This design comes from an exercise in tuning for small area on the open sky130 flow, not from production work.
No functional check of the RTL was part of any run shown here.
Power figures rest on the tool's default switching activity, not on a simulated workload.

==> design.v <==
module egcoding(
	input wire clk,
	input wire rst,
	input wire rx,
	output wire tx
);
	localparam S_IDLE  = 4'd0;
	localparam S_RLEN  = 4'd1;
	localparam S_RDATA = 4'd2;
	localparam S_WRITE = 4'd3;
	localparam S_FETCH = 4'd4;
	localparam S_RUN   = 4'd5;
	localparam S_END   = 4'd6;
	localparam S_RESP  = 4'd8;
	localparam S_TX    = 4'd9;
	localparam S_CNT   = 4'd10;
	reg[3:0] state;
	reg[511:0] ra, rb;
	reg[5:0] ph;
	wire[7:0] ra_out = ra[511:504];
	wire[7:0] rb_out = rb[511:504];
	wire umode = state[3];    
	reg ubusy;
	reg[3:0] baud, bitn;      
	reg[7:0] sr;              
	reg bor;                  
	wire udone = ubusy && bitn == 4'd9 && baud == 4'd15;
	wire ushift = ubusy && bitn != 4'd0 && bitn != 4'd9 && baud == (umode ? 4'd15 : 4'd8);
	wire rxv = ubusy && !umode && bitn == 4'd8 && baud == 4'd9;
	wire rxend = udone && !umode;
	assign tx = !(ubusy && umode) || bitn == 4'd9 || (bitn != 4'd0 && (sr[0] ^ bor));
	reg[6:0] i;
	reg[6:0] len_in;
	reg mcomp;
	reg[7:0] cur;
	reg[3:0] p;       
	reg[3:0] bc;      
	reg zm;           
	reg dry;          
	wire[7:0] ld = rb_out + {7'd0, mcomp};
	reg[2:0] msb;
	integer k;
	always @(*) begin
		msb = 3'd0;
		for (k = 1; k < 8; k = k + 1)
			if (ld[k]) msb = k;
	end
	wire cbit = cur[mcomp ? p[2:0] : bc[2:0]];
	wire ebit = cbit && !p[3];
	wire code_done = zm ? (p == 4'd1) : (cbit && p == 4'd0);
	wire used = mcomp ? p == 4'd15 : bc[2:0] == 3'd0;
	wire wslot = state == S_WRITE && ph[4:0] == i[4:0];
	wire copy = state == S_RESP && dry;
	wire beyond = !len_in[6] && ph >= len_in[5:0];
	always @(posedge clk) begin
		ph <= ph + 6'd1;
		ra <= {ra[503:256], (wslot && ph[5] != i[5]) ? sr : ra[255:248],
		       ra[247:0], (wslot && ph[5] == i[5]) ? sr : ra_out};
		rb <= {rb[503:0], copy ? (beyond ? {8{mcomp}} : ra_out) : rb_out};
	end
	always @(posedge clk) begin
		if (ubusy) begin
			baud <= baud + 4'd1;
			if (baud == 4'd15)
				bitn <= bitn + 4'd1;
			if (udone)
				ubusy <= 0;
		end else if (!rx) begin
			ubusy <= 1;
			baud <= 4'd1;
			bitn <= 4'd0;
		end
		if (ushift) begin
			sr <= {rx && !umode, sr[7:1]};
			bor <= bor && !sr[0];
		end
		case (state)
		S_IDLE: if (rxend) begin
			case (sr[1:0])
			2'd0: state <= S_RLEN;
			2'd1: begin
				dry <= 1;
				i <= 7'd0;
				bc <= 4'd0;
				p <= 4'd0;
				zm <= 0;
				sr <= {7'd0, !mcomp};
				state <= S_FETCH;
			end
			default: begin
				mcomp <= !sr[0];
				dry <= 1;
				sr <= 8'd0;
				ubusy <= 1; baud <= 4'd0; bitn <= 4'd0; bor <= 0;
				state <= S_RESP;
			end
			endcase
		end
		S_RLEN: if (rxv) begin
			len_in <= sr[6:0];
			i <= 7'h7f;
			state <= S_RDATA;
		end
		S_RDATA: begin
			if (i == len_in) begin
				if (!ubusy || !bitn[3])
					state <= S_IDLE;
			end else if (rxv)
				state <= S_WRITE;
		end
		S_WRITE: if (wslot) begin
			i <= i + 7'd1;
			state <= S_RDATA;
		end
		S_RESP: if (udone)
			state <= S_IDLE;
		S_FETCH: begin
			if (i[6])
				state <= S_END;
			else if (ph == i[5:0]) begin
				if (mcomp && rb_out == 8'hff)
					state <= S_END;
				else begin
					cur <= ld;
					if (mcomp)
						p <= {msb, 1'b0};
					i <= i + 7'd1;
					state <= S_RUN;
				end
			end
		end
		S_RUN: begin
			bc <= bc + 4'd1;
			if (mcomp) begin
				p <= p - 4'd1;
				if (dry) begin
					if (bc == 4'd0)
						sr <= sr + 8'd1;
				end else
					sr <= {ebit, sr[7:1]};
				if (!dry && bc[2:0] == 3'd7) begin
					ubusy <= 1; baud <= 4'd0; bitn <= 4'd0; bor <= 0;
					state <= S_TX;
				end else if (p == 4'd0)
					state <= S_FETCH;
			end else begin
				if (!zm) begin
					if (cbit)
						zm <= 1;
					else
						p <= p + 4'd1;
				end else
					p <= p - 4'd1;
				if (!dry && (zm || cbit))
					sr <= {sr[6:0], cbit};
				if (code_done) begin
					zm <= 0;
					p <= 4'd0;
					if (dry)
						sr <= sr + 8'd1;
				end
				if (code_done && !dry) begin
					ubusy <= 1; baud <= 4'd0; bitn <= 4'd0; bor <= 1;
					state <= S_TX;
				end else if (bc[2:0] == 3'd7)
					state <= S_FETCH;
			end
		end
		S_TX: if (udone)
			state <= used ? S_FETCH : S_RUN;
		S_END: begin
			if (dry) begin
				ubusy <= 1; baud <= 4'd0; bitn <= 4'd0; bor <= 0;
				state <= S_CNT;
			end else if (!mcomp) begin
				ubusy <= 1; baud <= 4'd0; bitn <= 4'd0; bor <= 1;
				state <= S_RESP;
			end else if (bc == 4'd0)
				state <= S_IDLE;
			else begin
				bc <= bc + 4'd1;
				sr <= {1'b0, sr[7:1]};
				if (bc[2:0] == 3'd7) begin
					ubusy <= 1; baud <= 4'd0; bitn <= 4'd0; bor <= 0;
					state <= S_TX;
				end
			end
		end
		S_CNT: if (udone) begin
			if (dry) begin
				dry <= 0;
				ubusy <= 1; baud <= 4'd0; bitn <= 4'd0; bor <= 0;
			end else begin
				i <= 7'd0;
				bc <= 4'd0;
				p <= 4'd0;
				zm <= 0;
				state <= S_FETCH;
			end
		end
		default: state <= S_IDLE;
		endcase
		if (!rst) begin
			state <= S_IDLE;
			ubusy <= 0;
		end
	end
endmodule
==> flow/run.sh <==
#!/bin/bash
# Standard layout, with the clock tree built without dummy loads.
set -euo pipefail
bash standard.sh "CTS_ARGS=-sink_clustering_enable -repair_clock_nets -dont_use_dummy_load" finish > standard.log 2>&1
==> standard.sh <==
#!/bin/bash
# synth_recipe.tcl (not shown) runs the flow's synth.tcl, then flattens the netlist and writes it again
# the make line also repeats each setting of config.mk as NAME=value (left out here)
make -C /OpenROAD-flow-scripts/flow DESIGN_CONFIG=/design/flow/config.mk WORK_HOME=/design/flow/orfs CLKGATE_MAP_FILE= SYNTH_SCRIPT=/design/flow/synth_recipe.tcl "${@:-finish}"
==> config.mk <==
export PLATFORM = sky130hd
export DESIGN_NAME = egcoding
export DESIGN_NICKNAME = egcoding
export VERILOG_FILES = /design/flow/design.v
export SDC_FILE = /design/flow/constraint.sdc
export NUM_CORES = 4
export LEC_CHECK = 0
export CAP_MARGIN = 20
export CORE_MARGIN = 2
export CORE_UTILIZATION = 40
export SLEW_MARGIN = 20
==> constraint.sdc <==
create_clock -name core_clock -period 12.0 [get_ports {clk}]
set_input_delay 2.4000 -clock core_clock [delete_from_list [all_inputs] [get_ports {clk}]]
set_output_delay 2.4000 -clock core_clock [all_outputs]
set_load 0.01 [all_outputs]
==> notes.md, run 1 <==
CTS tree built; GPL Wtd Cong 0.837; Distinct cells, synth 73; RSZ-0062 raised after global routing no; setup slack after placement 7.56 ns; Slew Viols, Final 0; leading post-synthesis cells by cell area dfxtp_1 (81%), edfxtp_1 (3.8%), ha_1 (1.3%); root buffer cell clkbuf_16; share of flip-flops with an asynchronous set or reset 0%; WS Path Type reg2out; dpl cell area 26,800 um2; most frequent cell after synthesis dfxtp_1; post-synth net total 1,703; Reg clk slew, reported paths 0.06 ns; fmax 198 MHz; CTS buffer count 95; HPWL reported at the end of detailed placement 21.8 mm; Synth top cells by count dfxtp_1 (1,052), nor2_1 (60), nand2_1 (51); Overall Global Routing Usage 11.5%; post-route cell area 29,200 um2; Pre-Repair DR Iteration Count 5; initial drt markers 685; Sink Count 1,085; Clock Skews 0.0689 ns; vias per cell 4.42; count of final setup violators 0; area growth from synthesis to layout 12.9%; grt ovf 0; post-layout min period 5.05 ns; Die Ht 258 um; post-CTS sizing 0; Slew @ Worst Pin 0.988 ns; Hold Crit Class reg2reg; drt drc 0; Rel. slew slack 34.1%; switching portion of total power 22.6%; Main synth FF type dfxtp_1; Synth Instances 1,673; syn_area_per_cell 15.5 um2; Routed WL 37.0 mm; setup_tns 0 ns; filler-free cell count of the finished design 2,596; sequential share of power 55.9%; pwr dens 234 nW/um2; worst setup margin 6.95 ns; post-CTS setup repair buffer count 0; cts-stage hold buffer count 0; # H-tree levels 3; hold_ws 0.261 ns; Clock Power Share 36.4%; Worst setup EP type primary output; first-pass GRT wire length 61.2 mm; net switching power figure 1.54 mW; antenna viol nets, final 0; Gate power share 7.7%; fin nets 1,772; status complete, no violations; initial antenna violation count 0; synthesized flop and latch total 1,085; chip width 258 um; DR vias 11,479; Synth warnings 1; Static Leak 11.3 nW; Crit path arrival time 2.65 ns; # Max-Cap Violations 0; Final Cycle Share 42.1%; WP data required 9.60 ns; pin count of the biggest net entering global routing 33; clk latency of the worst-skew pair 0.64 ns; share of cells above drive strength 1 8.05%; Synth Cell Area 25,900 um2; Clock Path Buffers 3; full die area 66,700 um2; final hold violation count 0; Initial Util 40.3%; # rows 93; total core area 64,200 um2; post-synth top area cell dfxtp_1; Max VDD drop 154 uV; wire per inst 14.2 um; IO Port Bufs 3; Post-synth EDFFs 33; sequential area share after synthesis 85.2%; Yosys top cell area share 81.4%; # placed instances 2,500; io pins 4; Crit Path Max Fanout 11; Setup crit start kind flop; Pint 5.30 mW; number of global-route vias before repair 11,552
## path summary, 6_finish.rpt
path	start	end	slack, ns	depth (start not counted)
setup / recovery	sr[0]$_DFF_P_	tx	6.95	6
hold / removal	ra[133]$_DFF_P_	ra[141]$_DFF_P_	0.26	0
setup reg to reg	mcomp$_DFFE_PP_	p[1]$_DFFE_PP_	8.60	8
hold reg to reg	ra[133]$_DFF_P_	ra[141]$_DFF_P_	0.26	0
## flip-flops by register name, indices dropped and copies added, names as in the netlist, 4 cells and up
| name | count |
|---|---|
| p | 4 |
| i | 7 |
| ra | 512 |
| cur | 8 |
| len_in | 7 |
| ph | 6 |
| bitn | 4 |
| sr | 8 |
| baud | 4 |
| rb | 512 |
| state | 4 |
| bc | 4 |
## cell type report
| type | count | area [um2] |
|---|---|---|
| Inverter | 29 | 109 |
| Fill cell | 5640 | 35000 |
| Tap cell | 855 | 1070 |
| Clock buffer | 95 | 2380 |
| Antenna cell | 1 | 2.50 |
| Multi-Input combinational cell | 523 | 3540 |
| Sequential cell | 1085 | 22100 |
| Timing Repair Buffer | 8 | 67.6 |
## per-layer routing
layer  wire (um)  track usage [%]
met1       18600             16.4
met2       15300             16.2
met3        1870             3.12
met4        1210             5.22
met5           0                0
## kinds of logic after synthesis
| kind of cell | after synthesis | share of synthesized area [%] |
|---|---|---|
| adders and majority gates | 27 | 1.31 |
| DFF | 1085 | 85.2 |
| AOI/OAI and AO/OA | 193 | 5.16 |
| buffers and inverters | 65 | 1.08 |
| and+or+nand+nor | 234 | 4.62 |
| xor gates and xnor gates | 41 | 1.39 |
| muxes | 28 | 1.21 |
## power by group through the flow
| stage | clock [mW] | sequential, mW | combinational [mW] |
|---|---|---|---|
| finish | 2.49 | 3.83 | 0.527 |
| global route | 2.72 | 3.84 | 0.582 |
| CTS | 2.58 | 3.82 | 0.526 |
| detailed placement | 0 | 3.90 | 0.523 |
| global placement | 0 | 3.90 | 0.520 |
| floorplan | 0 | 3.84 | 0.428 |
## cells in the final DEF, fill, tap and decap left out, types with 5 or more instances in the layout
master / count
nor3_1: 15
xor2_1: 12
and3_1: 6
o22ai_1: 7
inv_1: 29
mux2i_1: 11
clkbuf_16: 95
ha_1: 27
dfxtp_1: 1052
xnor2_1: 29
a21o_1: 7
a31oi_1: 12
or3_1: 6
nand2b_1: 12
nand4_1: 8
mux2_2: 16
and2_1: 8
a22oi_1: 7
a21oi_1: 43
o221ai_1: 6
o21ai_0: 41
a211oi_1: 9
edfxtp_1: 33
nand3_1: 26
a22o_1: 5
buf_4: 5
o211ai_1: 6
nor2_1: 60
nor4_1: 12
nand2_1: 51
nor2b_1: 11
## worst max-delay path, cell delays in order, from the launching register on
cell	delay (ns)
dfxtp_1	0.56
inv_1	0.25
ha_1	0.37
a21oi_1	0.12
o21ai_0	0.10
nand3_1	0.10
clkdlybuf4s50_1	0.54
## through the flow
step           utilization [%]  power (mW)
2_1_floorplan                -        4.26
3_3_place_gp              41.8        4.42
3_5_place_dp              41.8        4.43
4_1_cts                   45.5        6.93
5_1_grt                   45.5        7.14
6_report                  45.5        6.84
==> inputs of run 2 (changes only) <==
==> flow/run.sh (replaced) <==
#!/bin/bash
# Standard layout, with the clock tree built without dummy loads.
set -euo pipefail
bash standard.sh "CTS_ARGS=-sink_clustering_enable -repair_clock_nets -dont_use_dummy_load -buf_list sky130_fd_sc_hd__clkbuf_16 -sink_clustering_size 35 -sink_clustering_max_diameter 60" finish > standard.log 2>&1
==> run 2 against run 1 <==
Flip-flop and latch count did not move. Global-route usage fell by 0.55 points. Final area shrank 4.3%. Critical endpoint unchanged. Still clean on timing, DRC and antenna. Clock-buffer cell count down 50. Worst hold slack got worse by 0.015 ns. Sequential share of layout area up 3.4 points. Combinational power about the same. Sequential power barely moved. Register-to-register slack got worse by 0.03 ns.
==> notes.md, run 2 <==
Crit Path Max Fanout 11 (unchanged); dpl cell area 26,800 um2 (unchanged); main combinational cell family by area after synthesis compound AO/OA/AOI/OAI gates (unchanged); sequential area share after synthesis 85.2% (unchanged); Clock Skews 0.0990 ns (was 0.0689 ns); post-CTS sizing 0 (unchanged); area growth from synthesis to layout 8.09% (was 12.9%); setup slack after placement 7.56 ns (unchanged); Slowest Stage Delay on Critical Path 0.56 ns (about the same); simple-gate area share of the yosys netlist 4.62% (unchanged); Main synth FF type dfxtp_1 (unchanged); Synth warnings 1 (unchanged); Synth top cells by count dfxtp_1 (1,052), nor2_1 (60), nand2_1 (51) (unchanged); post-synth top area cell dfxtp_1 (unchanged); clk latency of the worst-skew pair 0.61 ns (was 0.64 ns); setup_tns 0 ns (unchanged); chip width 258 um (unchanged); largest registers ra: 512 flops, rb: 512 flops (unchanged); antenna viol nets, final 0 (unchanged); initial antenna violation count 0 (unchanged); WS Path Type reg2out (unchanged); # rows 93 (unchanged); filler-free cell count of the finished design 2,545 (was 2,596); Initial Util 40.3% (unchanged); full die area 66,700 um2 (unchanged); mux cell area share after synthesis 1.21% (unchanged); HP Start rb[503]$_DFF_P_ (was ra[133]$_DFF_P_); Slew @ Worst Pin 0.986 ns (was 0.988 ns); cts-stage hold buffer count 0 (unchanged); Worst setup EP type primary output (unchanged); Static Leak 10.7 nW (was 11.3 nW); WP data required 9.60 ns (about the same); cells along the critical path inv_1 -> ha_1 -> a21oi_1 -> o21ai_0 -> nand3_1 -> clkdlybuf4s50_1 (unchanged); HPWL reported at the end of detailed placement 21.8 mm (unchanged); commonest non-fill, non-tap cells in the layout dfxtp_1 (1,052), nor2_1 (60), nand2_1 (51) (was dfxtp_1 (1,052), clkbuf_16 (95), nor2_1 (60)); Rel. slew slack 34.3% (was 34.1%); share of cells above drive strength 1 5.33% (was 8.05%); Distinct cells, synth 73 (unchanged); Synth Instances 1,673 (unchanged); Worst path top cell family by delay buffers and inverters (unchanged); Overall Global Routing Usage 10.9% (was 11.5%); post-route cell area 28,000 um2 (was 29,200 um2); CP Buf/Inv Count 2 (unchanged); # placed instances 2,500 (unchanged); slowest stage cell on the critical path dfxtp_1 (unchanged); worst setup margin 7.00 ns (was 6.95 ns); vias per cell 4.37 (was 4.42); post-CTS setup repair buffer count 0 (unchanged); Post-synth EDFFs 33 (unchanged); Clock Path Buffers 3 (unchanged); total core area 64,200 um2 (unchanged); leading post-synthesis cells by cell area dfxtp_1 (81%), edfxtp_1 (3.8%), ha_1 (1.3%) (unchanged); Reg clk slew, reported paths 0.11 ns (was 0.06 ns); RSZ-0062 raised after global routing no (unchanged); xor/xnor share of the synthesized area 1.39% (unchanged); initial drt markers 696 (was 685); DR vias 11,122 (was 11,479); Max VDD drop 125 uV (was 154 uV); Sink Count 1,085 (unchanged); share of flip-flops with an asynchronous set or reset 0% (unchanged); Slew Viols, Final 0 (unchanged); CTS buffer count 45 (was 95); count of final setup violators 0 (unchanged); Setup crit start kind flop (unchanged); # H-tree levels 2 (was 3); number of global-route vias before repair 10,935 (was 11,552); most frequent cell after synthesis dfxtp_1 (unchanged); pin count of the biggest net entering global routing 36 (was 33); commonest non-fill, non-tap cell in the layout dfxtp_1 (unchanged); Final Cycle Share 41.7% (was 42.1%); post-layout min period 5.00 ns (was 5.05 ns); Crit path arrival time 2.60 ns (was 2.65 ns); Routed WL 35.8 mm (was 37.0 mm); drt drc 0 (unchanged); status complete, no violations (unchanged); grt ovf 0 (unchanged); pwr dens 214 nW/um2 (was 234 nW/um2); CTS tree built (unchanged); Yosys top cell area share 81.4% (unchanged); Die Ht 258 um (unchanged); fmax 200 MHz (was 198 MHz); wire per inst 14.1 um (was 14.2 um); Synth Cell Area 25,900 um2 (unchanged); Post-Synth Adder-Cell Area 1.31% (unchanged); RR Startpoint mcomp$_DFFE_PP_ (unchanged); Pre-Repair DR Iteration Count 5 (unchanged); fin nets 1,722 (was 1,772); final hold violation count 0 (unchanged); Ant. Diodes 0 (was 1); # Max-Cap Violations 0 (unchanged); compound-gate portion of the synthesized area 5.16% (unchanged); io pins 4 (unchanged); synthesized flop and latch total 1,085 (unchanged); GPL Wtd Cong 0.837 (unchanged); first-pass GRT wire length 58.9 mm (was 61.2 mm); syn_area_per_cell 15.5 um2 (unchanged); root buffer cell clkbuf_16 (unchanged); # fillers 5,753 (was 5,640); Hold Crit Class reg2reg (unchanged); Crit. Startpoint sr[0]$_DFF_P_ (unchanged); post-synth net total 1,703 (unchanged); IO Port Bufs 3 (unchanged); final core utilization 43.5% (was 45.5%)
run 2: per-layer routing:
metal  vias up  global-route usage, %  part of all wire (%)
met1      5320                   16.4                    52
met4         0                   3.92                   2.8
met3        67                   2.35                   4.6
met5         -                      0                     0
met2       199                   15.5                    40
li1       5536                      -                     -
run 2: cell families (layout without fill, tap and decap cells):
kind of cell,count (synthesis),in the layout
AOI/OAI and AO/OA,193,193
adders and majority gates,27,27
buffers and inverters,65,82
xor gates and xnor gates,41,41
DFF,1085,1085
muxes,28,28
and+or+nand+nor,234,234
run 2: power by group:
group          total (mW)  leakage (nW)  internal [mW]  switching (mW)
registers            3.82          8.78           3.71           0.116
clock network        1.64         0.555          0.674           0.963
logic               0.526          1.39          0.206           0.320
run 2: final timing paths:
path,end,slack [ns],cells past startpoint
setup / recovery,tx,7.00,6
hold / removal,rb[511]$_DFF_P_,0.25,0
hold reg to reg,rb[511]$_DFF_P_,0.25,0
setup reg to reg,p[2]$_DFFE_PP_,8.57,8
run 2: final cells by class:
type	count	area, um2	area share [%]
Tap cell	855	1070	3.83
Clock buffer	45	1130	4.03
Sequential cell	1085	22100	78.9
Multi-Input combinational cell	523	3540	12.7
Inverter	29	109	0.389
Timing Repair Buffer	8	67.6	0.242
run 2: through the flow:
step | hold WS, ns | power [mW]
floorplan | 0.310 | 4.26
finish | 0.246 | 5.98
global placement | 0.310 | 4.42
detailed placement | 0.312 | 4.43
CTS | 0.233 | 6.05
global route | 0.231 | 6.25
==> inputs of run 3 (changes only) <==
--- a/design.v
+++ b/design.v
@@ -38,5 +38,6 @@
 	reg zm;           
 	reg dry;          
-	wire[7:0] ld = rb_out + {7'd0, mcomp};
+	wire[7:0] inc = rb_out + 8'd1;
+	wire[7:0] ld = mcomp ? inc : rb_out;
 	reg[2:0] msb;
 	integer k;
@@ -50,15 +51,16 @@
 	wire code_done = zm ? (p == 4'd1) : (cbit && p == 4'd0);
 	wire used = mcomp ? p == 4'd15 : bc[2:0] == 3'd0;
-	wire wslot = state == S_WRITE && ph[4:0] == i[4:0];
+	wire hit = ph == i[5:0];
+	wire wslot = state == S_WRITE && hit;
+	wire cnt = state == S_RUN && dry && (mcomp ? bc == 4'd0 : code_done);
 	wire copy = state == S_RESP && dry;
 	wire beyond = !len_in[6] && ph >= len_in[5:0];
 	always @(posedge clk) begin
 		ph <= ph + 6'd1;
-		ra <= {ra[503:256], (wslot && ph[5] != i[5]) ? sr : ra[255:248],
-		       ra[247:0], (wslot && ph[5] == i[5]) ? sr : ra_out};
+		ra <= {ra[503:0], wslot ? cur : ra_out};
 		rb <= {rb[503:0], copy ? (beyond ? {8{mcomp}} : ra_out) : rb_out};
 	end
 	always @(posedge clk) begin
-		if (ubusy) begin
+		if (ubusy || cnt) begin
 			baud <= baud + 4'd1;
 			if (baud == 4'd15)
@@ -85,5 +87,6 @@
 				p <= 4'd0;
 				zm <= 0;
-				sr <= {7'd0, !mcomp};
+				bitn <= 4'd0;
+				baud <= {3'd0, !mcomp};
 				state <= S_FETCH;
 			end
@@ -106,6 +109,8 @@
 				if (!ubusy || !bitn[3])
 					state <= S_IDLE;
-			end else if (rxv)
+			end else if (rxv) begin
+				cur <= sr;
 				state <= S_WRITE;
+			end
 		end
 		S_WRITE: if (wslot) begin
@@ -118,5 +123,5 @@
 			if (i[6])
 				state <= S_END;
-			else if (ph == i[5:0]) begin
+			else if (hit) begin
 				if (mcomp && rb_out == 8'hff)
 					state <= S_END;
@@ -134,8 +139,5 @@
 			if (mcomp) begin
 				p <= p - 4'd1;
-				if (dry) begin
-					if (bc == 4'd0)
-						sr <= sr + 8'd1;
-				end else
+				if (!dry)
 					sr <= {ebit, sr[7:1]};
 				if (!dry && bc[2:0] == 3'd7) begin
@@ -157,6 +159,4 @@
 					zm <= 0;
 					p <= 4'd0;
-					if (dry)
-						sr <= sr + 8'd1;
 				end
 				if (code_done && !dry) begin
@@ -171,4 +171,5 @@
 		S_END: begin
 			if (dry) begin
+				sr <= {bitn, baud};
 				ubusy <= 1; baud <= 4'd0; bitn <= 4'd0; bor <= 0;
 				state <= S_CNT;
==> flow/run.sh (replaced) <==
#!/bin/bash
# Standard layout, with the clock tree built without dummy loads.
set -euo pipefail
bash standard.sh "CTS_ARGS=-sink_clustering_enable -repair_clock_nets -dont_use_dummy_load -buf_list sky130_fd_sc_hd__clkbuf_16 -sink_clustering_size 38 -sink_clustering_max_diameter 50" finish > standard.log 2>&1
==> run 3 against run 2 <==
Sequential power is 1% lower. Sequential share of layout area is 0.96 points lower. First-iteration DRC count is 25% lower. Critical path depth stayed put. Maximum frequency is 5.6% higher. Still clean on timing, DRC and antenna. Clock-buffer cell count is 26 higher. Non-clock buffer count is 2 higher. Cell count is 0.79% lower. Synthesized cell count is 2.2% lower. Global-route usage is 0.54 points higher.
==> notes.md, run 3 <==
commonest non-fill, non-tap cells in the layout dfxtp_1 (1,052), clkbuf_16 (71), nor2_1 (58) (was dfxtp_1 (1,052), nor2_1 (60), nand2_1 (51)); Slew Viols, Final 0 (unchanged); Hold Crit Class reg2reg (unchanged); Final Cycle Share 39.5% (was 41.7%); count of final setup violators 0 (unchanged); Ant. Diodes 0 (unchanged); area growth from synthesis to layout 10.9% (was 8.09%); cts-stage hold buffer count 0 (unchanged); # rows 92 (was 93); Slowest Stage Delay on Critical Path 0.54 ns (was 0.56 ns); WS Path Type reg2out (unchanged); Synth warnings 1 (unchanged); Synth Cell Area 25,500 um2 (was 25,900 um2); Rel. slew slack 31.0% (was 34.3%); Max VDD drop 98.0 uV (was 125 uV); Die Ht 257 um (was 258 um); grt ovf 0 (unchanged); syn_area_per_cell 15.6 um2 (was 15.5 um2); Pint 4.91 mW (was 4.59 mW); Post-synth EDFFs 33 (unchanged); setup_tns 0 ns (unchanged); switching portion of total power 22.7% (was 23.4%); sequential share of power 59.3% (was 63.9%); area of the multi-input gates 3230 um2 (was 3540 um2); Overall Global Routing Usage 11.5% (was 10.9%); # Max-Cap Violations 0 (unchanged); status complete, no violations (unchanged); io pins 4 (unchanged); worst setup margin 7.26 ns (was 7.00 ns); drt drc 0 (unchanged); full die area 65,900 um2 (was 66,700 um2); final hold violation count 0 (unchanged); slowest stage cell on the critical path clkdlybuf4s50_1 (was dfxtp_1); Synth top cells by count dfxtp_1 (1,052), nor2_1 (58), o21ai_0 (55) (was dfxtp_1 (1,052), nor2_1 (60), nand2_1 (51)); Setup crit start kind flop (unchanged); wire per inst 14.6 um (was 14.1 um); largest registers ra: 512 flops, rb: 512 flops (unchanged); setup slack after placement 7.87 ns (was 7.56 ns); post-CTS setup repair buffer count 0 (unchanged); most frequent cell after synthesis dfxtp_1 (unchanged); Synth Instances 1,636 (was 1,673); Gate power share 7.7% (was 8.8%); HPWL reported at the end of detailed placement 21.7 mm (was 21.8 mm); Static Leak 10.9 nW (was 10.7 nW); number of global-route vias before repair 10,863 (was 10,935); root buffer cell clkbuf_16 (unchanged); post-synth top area cell dfxtp_1 (unchanged); CTS tree built (unchanged); pwr dens 225 nW/um2 (was 214 nW/um2); share of cells above drive strength 1 6.37% (was 5.33%); Worst setup EP type primary output (unchanged); Slew @ Worst Pin 1.03 ns (was 0.986 ns); Distinct cells, synth 77 (was 73); RSZ-0062 raised after global routing no (unchanged); Crit Path Max Fanout 7 (was 11); Clock Path Buffers 3 (unchanged); antenna viol nets, final 0 (unchanged); Clock Power Share 32.9% (was 27.4%); Reg clk slew, reported paths 0.11 ns (about the same); WP data required 9.60 ns (about the same); Sequential Area 22,100 um2 (unchanged); net switching power figure 1.45 mW (was 1.40 mW); post-synth net total 1,661 (was 1,703); hold_ws 0.254 ns (was 0.246 ns); # fillers 5,579 (was 5,753); Yosys top cell area share 82.5% (was 81.4%); Clock Skews 0.0746 ns (was 0.0990 ns); Routed WL 36.9 mm (was 35.8 mm); initial drt markers 523 (was 696); Sink Count 1,085 (unchanged); cells along the critical path inv_1 -> ha_1 -> a21oi_1 -> o21ai_0 -> nand3_1 -> clkdlybuf4s50_1 (unchanged); total core area 63,100 um2 (was 64,200 um2); vias per cell 4.32 (was 4.37); sequential area share after synthesis 86.4% (was 85.2%); IO Port Bufs 3 (unchanged); fmax 211 MHz (was 200 MHz); DR vias 10,920 (was 11,122); post-CTS sizing 0 (unchanged); Pre-Repair DR Iteration Count 5 (unchanged); Main synth FF type dfxtp_1 (unchanged); initial antenna violation count 0 (unchanged); final core utilization 44.9% (was 43.5%); pin count of the biggest net entering global routing 39 (was 36); clk latency of the worst-skew pair 0.64 ns (was 0.61 ns); Initial Util 40.5% (was 40.3%); synthesized flop and latch total 1,085 (unchanged); Crit path arrival time 2.34 ns (was 2.60 ns); Tot Pwr 6.36 mW (was 5.98 mW); CTS buffer count 71 (was 45); chip width 257 um (was 258 um); first-pass GRT wire length 60.0 mm (was 58.9 mm); commonest non-fill, non-tap cell in the layout dfxtp_1 (unchanged); GPL Wtd Cong 0.823 (was 0.837); fin nets 1,706 (was 1,722); # H-tree levels 3 (was 2); leading post-synthesis cells by cell area dfxtp_1 (82%), edfxtp_1 (3.9%), ha_1 (1.1%) (was dfxtp_1 (81%), edfxtp_1 (3.8%), ha_1 (1.3%)); post-layout min period 4.74 ns (was 5.00 ns); share of flip-flops with an asynchronous set or reset 0% (unchanged)
## run 3: through the flow
step	area, um2	std cells
floorplan	25500	1636
global placement	26500	2454
detailed placement	26500	2454
CTS	28300	2525
global route	28300	2525
finish	28300	2525
## run 3: final timing paths
check                              from              end  slack (ns)  cells past startpoint
hold / removal          ra[256]$_DFF_P_  ra[264]$_DFF_P_        0.25                      0
hold reg to reg         ra[256]$_DFF_P_  ra[264]$_DFF_P_        0.25                      0
setup reg to reg  state[2]$_SDFFE_PN0P_  bitn[3]$_DFF_P_        8.69                      7
setup / recovery          sr[0]$_DFF_P_               tx        7.26                      6
## run 3: layout make-up
type	count	area share, %
inverters	28	0.371
repair buffers	10	0.292
well taps	846	3.74
flip-flops and latches	1085	77.9
multi-input cells	485	11.4
clock buffers	71	6.28
## run 3: layer usage
layer / vias to the layer above / share of wire [%] / track usage [%]
li1: 5434 / - / -
met1: 5229 / 52 / 16.7
met2: 170 / 40 / 16.3
met3: 87 / 4.0 / 2.46
met4: 0 / 3.5 / 5.43
met5: - / 0 / 0
## run 3: power groups by stage
stage | logic (mW) | registers (mW) | clock network [mW]
2_1_floorplan | 0.361 | 3.80 | 0
3_3_place_gp | 0.484 | 3.85 | 0
3_5_place_dp | 0.486 | 3.85 | 0
4_1_cts | 0.489 | 3.77 | 2.18
5_1_grt | 0.537 | 3.78 | 2.30
6_report | 0.491 | 3.77 | 2.09
## run 3: logic make-up after synthesis
kind of cell	synth area share, %
buffers and inverters	1.00
DFF	86.4
muxes	1.26
xor gates and xnor gates	1.20
AOI/OAI and AO/OA	4.81
adders and majority gates	1.08
and+or+nand+nor	4.30
## run 3: critical path, delay by kind of cell (launching register included)
kind                     cells  cell delay, ns
adder cells (fa/ha/maj)      1            0.36
AND/OR/NAND/NOR              1            0.11
flip-flops                   1            0.42
AO/OA/AOI/OAI                2            0.22
buffers and inverters        2            0.66
==> inputs of run 4 (changes only) <==
==> flow/run.sh (replaced) <==
#!/bin/bash
# Standard layout, with the clock tree built without dummy loads.
set -euo pipefail
bash standard.sh "CTS_ARGS=-sink_clustering_enable -repair_clock_nets -dont_use_dummy_load -buf_list sky130_fd_sc_hd__clkbuf_8 -sink_clustering_size 22 -sink_clustering_max_diameter 45" finish > standard.log 2>&1
==> run 4 against run 3 <==
Routed wire length is 0.51% lower. Cell count is 0.71% higher. Via count is 0.41% higher. Synthesized cell count stayed put. Critical path type unchanged. Largest cell class unchanged. Critical endpoint unchanged. Global-route usage hardly changed. Critical path depth stayed put. Highest routed layer unchanged. Sequential share of layout area is 1.5 points higher.
==> notes.md, run 4 <==
status complete, no violations (unchanged); # placed instances 2,454 (unchanged); sequential area share after synthesis 86.4% (unchanged); IO Port Bufs 3 (unchanged); Overall Global Routing Usage 11.5% (about the same); commonest non-fill, non-tap cell in the layout dfxtp_1 (unchanged); commonest non-fill, non-tap cells in the layout dfxtp_1 (1,052), clkbuf_8 (89), nor2_1 (58) (was dfxtp_1 (1,052), clkbuf_16 (71), nor2_1 (58)); post-layout min period 4.81 ns (was 4.74 ns); fmax 208 MHz (was 211 MHz); share of flip-flops with an asynchronous set or reset 0% (unchanged); count of final setup violators 0 (unchanged); Slowest Stage Delay on Critical Path 0.54 ns (about the same); Slew @ Worst Pin 1.04 ns (was 1.03 ns); vias per cell 4.31 (was 4.32); Crit path arrival time 2.41 ns (was 2.34 ns); chip width 257 um (unchanged); hold_ws 0.241 ns (was 0.254 ns); Worst path top cell family by delay buffers and inverters (unchanged); number of global-route vias before repair 11,019 (was 10,863); syn_area_per_cell 15.6 um2 (unchanged); Ant. Diodes 0 (unchanged); Distinct cells, synth 77 (unchanged); Setup crit start kind flop (unchanged); Hold Crit Class reg2reg (unchanged); Synth Instances 1,636 (unchanged); first-pass GRT wire length 60.3 mm (was 60.0 mm); Final Cycle Share 40.1% (was 39.5%); initial antenna violation count 0 (unchanged); Worst setup EP type primary output (unchanged); antenna viol nets, final 0 (unchanged); synthesized flop and latch total 1,085 (unchanged); fin nets 1,724 (was 1,706); Yosys top cell area share 82.5% (unchanged); Crit Path Max Fanout 7 (unchanged); DR vias 10,965 (was 10,920); WS Path Type reg2out (unchanged); Routed WL 36.7 mm (was 36.9 mm); Initial Util 40.5% (unchanged); Reg2Reg Depth 7 (unchanged); io pins 4 (unchanged); Synth warnings 1 (unchanged); most frequent cell after synthesis dfxtp_1 (unchanged); post-synth net total 1,661 (unchanged); Die Ht 257 um (unchanged); clk latency of the worst-skew pair 0.68 ns (was 0.64 ns); CTS buffer count 89 (was 71); Sink Count 1,085 (unchanged); initial drt markers 526 (was 523); final hold violation count 0 (unchanged); filler-free cell count of the finished design 2,543 (was 2,525); grt ovf 0 (unchanged); Tot Pwr 5.92 mW (was 6.36 mW); cts-stage hold buffer count 0 (unchanged); WHS Path Cells 0 (unchanged); Max VDD drop 95.4 uV (was 98.0 uV); RSZ-0062 raised after global routing no (unchanged); # Max-Cap Violations 0 (unchanged); # H-tree levels 3 (unchanged); # rows 92 (unchanged); leading post-synthesis cells by cell area dfxtp_1 (82%), edfxtp_1 (3.9%), ha_1 (1.1%) (unchanged); Synth top cells by count dfxtp_1 (1,052), nor2_1 (58), o21ai_0 (55) (unchanged); post-synth top area cell dfxtp_1 (unchanged); pin count of the biggest net entering global routing 34 (was 39); Post-synth EDFFs 33 (unchanged); CTS tree built (unchanged); GPL Wtd Cong 0.823 (unchanged); HPWL reported at the end of detailed placement 21.7 mm (unchanged); CP Buf/Inv Count 2 (unchanged); WP data required 9.60 ns (about the same); setup_tns 0 ns (unchanged); share of cells above drive strength 1 7.37% (was 6.37%); Pre-Repair DR Iteration Count 6 (was 5); Static Leak 10.7 nW (was 10.9 nW); Reg clk slew, reported paths 0.11 ns (about the same); wire per inst 14.4 um (was 14.6 um); Main synth FF type dfxtp_1 (unchanged); area growth from synthesis to layout 8.70% (was 10.9%); CP Depth 6 (unchanged); post-CTS setup repair buffer count 0 (unchanged); total core area 63,100 um2 (unchanged); Rel. slew slack 30.3% (was 31.0%); post-CTS sizing 0 (unchanged); cells along the critical path inv_1 -> ha_1 -> a21oi_1 -> o21ai_0 -> nand3_1 -> clkdlybuf4s50_1 (unchanged); Clock Skews 0.0826 ns (was 0.0746 ns); slowest stage cell on the critical path clkdlybuf4s50_1 (unchanged); root buffer cell clkbuf_8 (was clkbuf_16); drt drc 0 (unchanged); Synth Cell Area 25,500 um2 (unchanged); pwr dens 213 nW/um2 (was 225 nW/um2); full die area 65,900 um2 (unchanged); Slew Viols, Final 0 (unchanged); Clock Path Buffers 3 (unchanged); largest registers ra: 512 flops, rb: 512 flops (unchanged)
run 4: cell count changes in the layout (fill, tap and decap cells not counted):
| cell | delta |
|---|---|
| clkbuf_16 | -71 |
| clkbuf_8 | +89 |
run 4: final timing paths:
check	from	end	slack, ns
setup / recovery	sr[0]$_DFF_P_	tx	7.19
hold / removal	ra[210]$_DFF_P_	ra[218]$_DFF_P_	0.24
setup reg to reg	state[2]$_SDFFE_PN0P_	bitn[3]$_DFF_P_	8.67
hold reg to reg	ra[210]$_DFF_P_	ra[218]$_DFF_P_	0.24
run 4: kinds of logic after synthesis:
family	count (synthesis)	share of synthesized area [%]
AOI/OAI and AO/OA	183	4.81
xor gates and xnor gates	35	1.20
adders and majority gates	22	1.08
buffers and inverters	66	1.00
DFF	1085	86.4
muxes	30	1.26
and+or+nand+nor	215	4.30
run 4: final cells by class:
type | count | area [um2]
Sequential cell | 1085 | 22100
Multi-Input combinational cell | 485 | 3230
Timing Repair Buffer | 10 | 82.6
Clock buffer | 89 | 1220
Fill cell | 5657 | 35300
Inverter | 28 | 105
Tap cell | 846 | 1060
run 4: stage by stage:
stage	utilization, %	instance area (um2)	worst slack, ns
after global placement	42.1	26500	7.86
after global routing	44.0	27800	7.00
after CTS	44.0	27800	7.14
after floorplan	-	25500	8.35
final	44.0	27800	7.19
after detailed placement	42.1	26500	7.87
run 4: routing by layer:
| metal | vias to the layer above | part of all wire [%] | track usage (%) |
|---|---|---|---|
| li1 | 5460 | - | - |
| met1 | 5257 | 52 | 16.6 |
| met2 | 170 | 41 | 16.3 |
| met3 | 78 | 4.0 | 3.00 |
| met4 | 0 | 3.0 | 4.54 |
| met5 | - | 0 | 0 |
run 4: power breakdown:
group | switching, mW | leakage, nW | total [mW] | internal (mW)
clock network | 0.991 | 0.640 | 1.65 | 0.661
registers | 0.0833 | 8.79 | 3.77 | 3.69
logic | 0.315 | 1.24 | 0.491 | 0.175
total | 1.39 | 10.7 | 5.92 | 4.53
==> inputs of run 5 (changes only) <==
--- a/config.mk
+++ b/config.mk
@@ -6,6 +6,7 @@
 export NUM_CORES = 4
 export LEC_CHECK = 0
+export ABC_AREA = 1
 export CAP_MARGIN = 20
 export CORE_MARGIN = 2
-export CORE_UTILIZATION = 40
+export CORE_UTILIZATION = 85
 export SLEW_MARGIN = 20
==> run 5 against run 4 <==
The run now fails in 3_5_place_dp. Synthesized area decreased by 0.62%. Synthesized cell count increased by 5.9%.
==> notes.md, run 5 <==
Synth Cell Area 25,400 um2 (was 25,500 um2); io pins 4 (unchanged); post-synth top area cell dfxtp_1 (unchanged); Die Ht 177 um (was 257 um); # rows 63 (was 92); leading post-synthesis cells by cell area dfxtp_1 (83%), edfxtp_1 (3.9%), nand2_1 (2.6%) (was dfxtp_1 (82%), edfxtp_1 (3.9%), ha_1 (1.1%)); GPL Wtd Cong 0.923 (was 0.823); Failed at 3_5_place_dp; sequential area share after synthesis 86.9% (was 86.4%); HPWL reported at the end of detailed placement 45.7 mm (was 21.7 mm); IO Port Bufs 3 (unchanged); Synth top cells by count dfxtp_1 (1,052), nand2_1 (176), inv_1 (97) (was dfxtp_1 (1,052), nor2_1 (58), o21ai_0 (55)); post-synth net total 1,757 (was 1,661); Yosys top cell area share 83.0% (was 82.5%); status did not finish (was complete, no violations); Post-synth EDFFs 33 (unchanged); synthesized flop and latch total 1,085 (unchanged); Main synth FF type dfxtp_1 (unchanged); Initial Util 86.1% (was 40.5%); Synth warnings 1 (unchanged); chip width 177 um (was 257 um); most frequent cell after synthesis dfxtp_1 (unchanged); First Err [ERROR DPL-0033] detailed placement checks failed during check placement.; syn_area_per_cell 14.7 um2 (was 15.6 um2); Distinct cells, synth 43 (was 77); Synth Instances 1,732 (was 1,636); share of flip-flops with an asynchronous set or reset 0% (unchanged)
[run 5: cell types whose count changed after synthesis, moves of 10 or more]
| cell | previous run | this run |
|---|---|---|
| xnor2_1 | 25 | 9 |
| nor2_1 | 58 | 70 |
| nand2_1 | 40 | 176 |
| o21ai_0 | 55 | 41 |
| inv_1 | 27 | 97 |
| clkbuf_1 | 31 | 10 |
| nand3_1 | 29 | 56 |
| nand2b_1 | 16 | 0 |
| mux2i_1 | 16 | 0 |
| xor2_1 | 10 | 20 |
| a21oi_1 | 47 | 34 |
[run 5: through the flow]
step                    total power [mW]  std cells  hold WS, ns
after global placement              3.86       2113        0.310
after floorplan                     3.82       1732        0.310
[run 5: power by group through the flow]
stage,Clock (mW),Combinational [mW],Sequential (mW)
3_3_place_gp,0,0.115,3.74
2_1_floorplan,0,0.0887,3.73
[run 5: worst min path at each step]
stage	from	end	slack, ns
after floorplan	ra[92]$_DFF_P_	ra[100]$_DFF_P_	0.31
after global placement	rb[3]$_DFF_P_	rb[11]$_DFF_P_	0.31
[run 5: logic make-up after synthesis]
kind of cell	after synthesis	synth area share [%]
compound gates	118	2.68
simple gates	352	6.16
fa+ha+maj	22	1.08
xor+xnor	29	1.00
flops	1085	86.9
buf+inv	118	1.83
mux	8	0.355
==> inputs of run 6 (changes only) <==
==> flow/run.sh (replaced) <==
#!/bin/bash
# Standard layout, with the clock tree built without dummy loads.
set -euo pipefail
bash standard.sh "CTS_ARGS=-sink_clustering_enable -repair_clock_nets -dont_use_dummy_load -buf_list sky130_fd_sc_hd__clkbuf_16 -sink_clustering_size 36 -sink_clustering_max_diameter 50" finish > standard.log 2>&1
--- a/config.mk
+++ b/config.mk
@@ -9,4 +9,4 @@
 export CAP_MARGIN = 20
 export CORE_MARGIN = 2
-export CORE_UTILIZATION = 85
+export CORE_UTILIZATION = 70
 export SLEW_MARGIN = 20
==> run 6 against run 5 <==
Now clean on timing, DRC and antenna. Synthesized cell count unchanged. Synthesized area unchanged.
==> notes.md, run 6 <==
status complete, no violations (was did not finish); fmax 213 MHz; Worst setup EP type primary output; CP Buf/Inv Count 2; Crit path arrival time 2.29 ns; Ant. Diodes 0; Clock Skews 0.101 ns; Reg2Reg Depth 10; RR Startpoint mcomp$_DFFE_PP_; full die area 37,800 um2; grt ovf 0; WP data required 9.60 ns; Die Ht 194 um (was 177 um); Rel. slew slack 30.1%; post-CTS sizing 0; Reg2Reg Setup Slack 8.88 ns; Synth warnings 1 (unchanged); GPL Wtd Cong 0.872 (was 0.923); xor/xnor share of the synthesized area 1.00% (unchanged); # placed instances 2,185; vias per cell 5.06; fin nets 1,798; setup_tns 0 ns; leading post-synthesis cells by cell area dfxtp_1 (83%), edfxtp_1 (3.9%), nand2_1 (2.6%) (unchanged); Slowest Stage Delay on Critical Path 0.57 ns; number of global-route vias before repair 11,727; share of flip-flops with an asynchronous set or reset 0% (unchanged); antenna viol nets, final 0; final hold violation count 0; Hold Crit Class reg2reg; pwr dens 203 nW/um2; drt drc 0; Main synth FF type dfxtp_1 (unchanged); Setup crit start kind flop; post-synth net total 1,757 (unchanged); dpl cell area 25,900 um2; post-CTS setup repair buffer count 0; commonest non-fill, non-tap cell in the layout dfxtp_1; CTS tree built; Post-Synth Adder-Cell Area 1.08% (unchanged); Max VDD drop 190 uV; hold_ws 0.294 ns; final core utilization 76.1%; filler-free cell count of the finished design 2,232; main combinational cell family by area after synthesis simple AND/OR/NAND/NOR gates (unchanged); synthesized flop and latch total 1,085 (unchanged); initial drt markers 956; count of final setup violators 0; Sink Count 1,085; setup slack after placement 7.93 ns; # Max-Cap Violations 0; cts-stage hold buffer count 0; post-layout min period 4.69 ns; Synth Cell Area 25,400 um2 (unchanged); # H-tree levels 2; Distinct cells, synth 43 (unchanged); worst setup margin 7.31 ns; Reg clk slew, reported paths 0.12 ns; Post-synth EDFFs 33 (unchanged); Routed WL 41.6 mm; wire per inst 18.6 um; area growth from synthesis to layout 6.86%; root buffer cell clkbuf_16; WHS Path Cells 0; Hold Path End rb[349]$_DFF_P_; CTS buffer count 47; pin count of the biggest net entering global routing 37; slowest stage cell on the critical path clkdlybuf4s50_1; WS Path Type reg2out; compound-gate portion of the synthesized area 2.68% (unchanged); largest registers ra: 512 flops, rb: 512 flops; Synth Instances 1,732 (unchanged); io pins 4 (unchanged); Synth top cells by count dfxtp_1 (1,052), nand2_1 (176), inv_1 (97) (unchanged); # fillers 1,965; Tot Pwr 5.50 mW; chip width 194 um (was 177 um); Worst path top cell family by delay buffers and inverters; total core area 35,700 um2; Slew Viols, Final 0; # rows 69 (was 63); Final Cycle Share 39.1%; commonest non-fill, non-tap cells in the layout dfxtp_1 (1,052), nand2_1 (176), inv_1 (97); syn_area_per_cell 14.7 um2 (unchanged); Initial Util 71.2% (was 86.1%); HPWL reported at the end of detailed placement 23.3 mm (was 45.7 mm); HP Start rb[341]$_DFF_P_; IO Port Bufs 3 (unchanged); initial antenna violation count 1; first-pass GRT wire length 66.1 mm; Slew @ Worst Pin 1.05 ns; Pre-Repair DR Iteration Count 8; CP Depth 4; Clock Path Buffers 3; post-route cell area 27,100 um2; Overall Global Routing Usage 22.8%; share of cells above drive strength 1 4.86%; Static Leak 11.1 nW; Crit. Startpoint sr[0]$_DFF_P_; simple-gate area share of the yosys netlist 6.16% (unchanged); DR vias 11,304; sequential area share after synthesis 86.9% (unchanged); cells along the critical path inv_1 -> ha_1 -> o2111ai_1 -> clkdlybuf4s50_1; FF-to-FF End p[3]$_DFFE_PP_; clk latency of the worst-skew pair 0.63 ns; post-synth top area cell dfxtp_1 (unchanged); Crit Path Max Fanout 6; Yosys top cell area share 83.0% (unchanged); RSZ-0062 raised after global routing no; mux cell area share after synthesis 0.355% (unchanged); most frequent cell after synthesis dfxtp_1 (unchanged)
-- run 6: cell families (layout without fill, tap and decap cells) --
kind of cell	count (synthesis)	count (layout)
xor+xnor	29	29
mux	8	8
fa+ha+maj	22	22
simple gates	352	352
compound gates	118	118
buf+inv	118	157
flops	1085	1085
-- run 6: metal layers --
metal  vias to the layer above  wire length [um]  GRT usage [%]
met1                      5370             19200           31.5
met5                         -                 0              0
met4                         0              1110           7.98
met2                       318             19600           37.6
met3                        85              1620           3.19
li1                       5531                 -              -
-- run 6: layout make-up --
cell class                 count  area, um2  share of cell area (%)
sequential                  1085      22100                    81.3
clock buffer                  47       1180                    4.34
timing repair buffer           7       60.1                   0.221
tap                          461        577                    2.13
multi-input combinational    529       2870                    10.6
inverter                     103        387                    1.43
-- run 6: worst max path at each step --
| stage | endpoint | slack, ns |
|---|---|---|
| 4_1_cts | tx | 7.28 |
| 3_5_place_dp | tx | 7.93 |
| 3_3_place_gp | tx | 7.97 |
| 2_1_floorplan | tx | 8.59 |
| 5_1_grt | tx | 7.23 |
| 6_report | tx | 7.31 |
-- run 6: report_power, final --
group | switching (mW) | internal, mW
clock | 0.997 | 0.703
combinational | 0.0926 | 0.0394
sequential | 0.0258 | 3.64
total | 1.11 | 4.38
-- run 6: worst register-to-register path: stages (launching register included) --
cell and delay [ns]:
edfxtp_1 0.92, inv_2 0.27, nand2_2 0.19, nand3_1 0.10
nand3_1 0.14, nand3_2 0.10, nand3_4 0.17, nand2_4 0.09
nand2_1 0.12, nor2_1 0.06, nor4_1 0.62
==> inputs of run 7 (changes only) <==
==> flow/run.sh (replaced) <==
#!/bin/bash
# Standard layout, with the clock tree built without dummy loads.
set -euo pipefail
bash standard.sh "CTS_ARGS=-sink_clustering_enable -repair_clock_nets -dont_use_dummy_load -buf_list sky130_fd_sc_hd__clkbuf_8 -sink_clustering_size 20 -sink_clustering_max_diameter 40" finish > standard.log 2>&1
==> run 7 against run 6 <==
Final area down 0.38%. Global-route usage is 1.6 points lower. Maximum frequency is 0.35% lower. Highest routed layer unchanged.
==> notes.md, run 7 <==
GPL Wtd Cong 0.872 (unchanged); fin nets 1,829 (was 1,798); Rel. slew slack 29.1% (was 30.1%); first-pass GRT wire length 62.2 mm (was 66.1 mm); clk latency of the worst-skew pair 0.65 ns (was 0.63 ns); syn_area_per_cell 14.7 um2 (unchanged); Static Leak 11.0 nW (was 11.1 nW); leading post-synthesis cells by cell area dfxtp_1 (83%), edfxtp_1 (3.9%), nand2_1 (2.6%) (unchanged); total core area 35,700 um2 (unchanged); Initial Util 71.2% (unchanged); Sink Count 1,085 (unchanged); post-CTS sizing 0 (unchanged); drt drc 0 (unchanged); # fillers 2,001 (was 1,965); area growth from synthesis to layout 6.46% (was 6.86%); cells along the critical path inv_1 -> ha_1 -> o2111ai_1 -> clkdlybuf4s50_1 (unchanged); post-route cell area 27,000 um2 (was 27,100 um2); final hold violation count 0 (unchanged); Overall Global Routing Usage 21.2% (was 22.8%); share of cells above drive strength 1 6.49% (was 4.86%); Slowest Stage Delay on Critical Path 0.58 ns (was 0.57 ns); sequential area share after synthesis 86.9% (unchanged); Synth warnings 1 (unchanged); WP data required 9.60 ns (about the same); setup_tns 0 ns (unchanged); Clock Path Buffers 3 (unchanged); post-layout min period 4.71 ns (was 4.69 ns); share of flip-flops with an asynchronous set or reset 0% (unchanged); Final Cycle Share 39.2% (was 39.1%); most frequent cell after synthesis dfxtp_1 (unchanged); HPWL reported at the end of detailed placement 23.3 mm (unchanged); post-synth top area cell dfxtp_1 (unchanged); DR vias 11,181 (was 11,304); CTS buffer count 78 (was 47); # rows 69 (unchanged); Crit path arrival time 2.31 ns (was 2.29 ns); IO Port Bufs 3 (unchanged); Main synth FF type dfxtp_1 (unchanged); Reg clk slew, reported paths 0.10 ns (was 0.12 ns); Max VDD drop 152 uV (was 190 uV); cts-stage hold buffer count 0 (unchanged); chip width 194 um (unchanged); Worst setup EP type primary output (unchanged); CTS tree built (unchanged); slowest stage cell on the critical path clkdlybuf4s50_1 (unchanged); Ant. Diodes 0 (unchanged); post-CTS setup repair buffer count 0 (unchanged); number of global-route vias before repair 11,536 (was 11,727); pin count of the biggest net entering global routing 24 (was 37); pwr dens 198 nW/um2 (was 203 nW/um2); root buffer cell clkbuf_8 (was clkbuf_16); full die area 37,800 um2 (unchanged); status complete, no violations (unchanged); Die Ht 194 um (unchanged); Hold Crit Class reg2reg (unchanged); Crit Path Max Fanout 6 (unchanged); wire per inst 16.9 um (was 18.6 um); count of final setup violators 0 (unchanged); Post-synth EDFFs 33 (unchanged); Clock Skews 0.0789 ns (was 0.101 ns); # H-tree levels 3 (was 2); Distinct cells, synth 43 (unchanged); post-synth net total 1,757 (unchanged); antenna viol nets, final 0 (unchanged); Synth Instances 1,732 (unchanged); initial drt markers 788 (was 956); initial antenna violation count 0 (was 1); dpl cell area 25,900 um2 (unchanged); # Max-Cap Violations 0 (unchanged); WS Path Type reg2out (unchanged); io pins 4 (unchanged); Slew Viols, Final 0 (unchanged); Pre-Repair DR Iteration Count 6 (was 8); Routed WL 38.3 mm (was 41.6 mm); Setup crit start kind flop (unchanged); # placed instances 2,185 (unchanged); Yosys top cell area share 83.0% (unchanged); filler-free cell count of the finished design 2,263 (was 2,232); Synth Cell Area 25,400 um2 (unchanged); Slew @ Worst Pin 1.06 ns (was 1.05 ns); grt ovf 0 (unchanged); Synth top cells by count dfxtp_1 (1,052), nand2_1 (176), inv_1 (97) (unchanged); synthesized flop and latch total 1,085 (unchanged); vias per cell 4.94 (was 5.06); fmax 212 MHz (was 213 MHz); largest registers ra: 512 flops, rb: 512 flops (unchanged); RSZ-0062 raised after global routing no (unchanged); commonest non-fill, non-tap cells in the layout dfxtp_1 (1,052), nand2_1 (176), inv_1 (97) (unchanged); commonest non-fill, non-tap cell in the layout dfxtp_1 (unchanged)
run 7: cell counts after synthesis:
No cell type changed its count.
run 7: critical path, delay by kind of cell (launching register included):
kind | cells | cell delay (ns)
AOI/OAI and AO/OA | 1 | 0.23
DFF | 1 | 0.44
buffers and inverters | 2 | 0.70
adders and majority gates | 1 | 0.32
run 7: final timing paths:
path | start | endpoint | slack (ns) | cells past startpoint
worst min-delay path | rb[18]$_DFF_P_ | rb[26]$_DFF_P_ | 0.28 | 0
worst max-delay path | sr[0]$_DFF_P_ | tx | 7.29 | 4
worst max register to register | mcomp$_DFFE_PP_ | p[3]$_DFFE_PP_ | 8.89 | 10
worst min register to register | rb[18]$_DFF_P_ | rb[26]$_DFF_P_ | 0.28 | 0
run 7: metal layers:
| metal | vias to the layer above | wire length, um | GRT usage (%) |
|---|---|---|---|
| met5 | - | 0 | 0 |
| li1 | 5576 | - | - |
| met1 | 5240 | 18100 | 29.5 |
| met3 | 81 | 1870 | 4.79 |
| met4 | 0 | 1010 | 6.92 |
| met2 | 284 | 17300 | 33.5 |
run 7: per-stage QoR:
step	power, mW	util [%]	hold WS [ns]	worst slack (ns)
after detailed placement	3.87	72.7	0.312	7.93
final	5.35	75.8	0.285	7.29
after global placement	3.86	72.7	0.310	7.97
after global routing	5.53	75.8	0.271	7.18
after CTS	5.39	75.8	0.272	7.24
after floorplan	3.82	-	0.310	8.59
run 7: area by class of cell:
type / instances / area [um2] / area share [%]
Sequential cell: 1085 / 22100 / 81.6
Multi-Input combinational cell: 529 / 2870 / 10.6
Clock buffer: 78 / 1070 / 3.97
Tap cell: 461 / 577 / 2.14
Inverter: 103 / 387 / 1.43
Timing Repair Buffer: 7 / 60.1 / 0.222
run 7: cells by family after synthesis:
kind of cell,Yosys count,share of synthesized area (%)
buffers and inverters,118,1.83
XOR/XNOR,29,1.00
adder cells (fa/ha/maj),22,1.08
AND/OR/NAND/NOR,352,6.16
flip-flops,1085,86.9
multiplexers,8,0.355
AO/OA/AOI/OAI,118,2.68
run 7: report_power, final:
group	switching (mW)	internal, mW	leakage [nW]
clock network	0.977	0.585	0.561
logic	0.0884	0.0394	1.70
registers	0.0242	3.64	8.77
total	1.09	4.26	11.0

[port drivers added, routing unchanged]
In the flow no input, the clock included, has a driving cell. The finished layouts below were timed again as built, in two steps.
Step 1 assumes that a clkbuf_16 drives the clock port and a buf_2 every other input.
Step 2 also shifts input and output timing later by t, the mid clock arrival at the registers, as if the neighbouring blocks saw the same clock.
Slacks: ideal / step 1 / step 2; pairs: ideal / step 1.
run | t, ns | setup slack, ns | worst setup path at the end
run 1 | 0.652 | 6.950 / 6.895 / 7.548 | register to output
run 2 | 0.619 | 6.996 / 6.942 / 7.561 | register to output
run 3 | 0.653 | 7.260 / 7.202 / 7.855 | register to output
run 4 | 0.693 | 7.189 / 7.137 / 7.830 | register to output
run 6 | 0.632 | 7.310 / 7.253 / 7.885 | register to output
run 7 | 0.670 | 7.293 / 7.241 / 7.911 | register to output
After both steps every run listed still meets setup and hold.
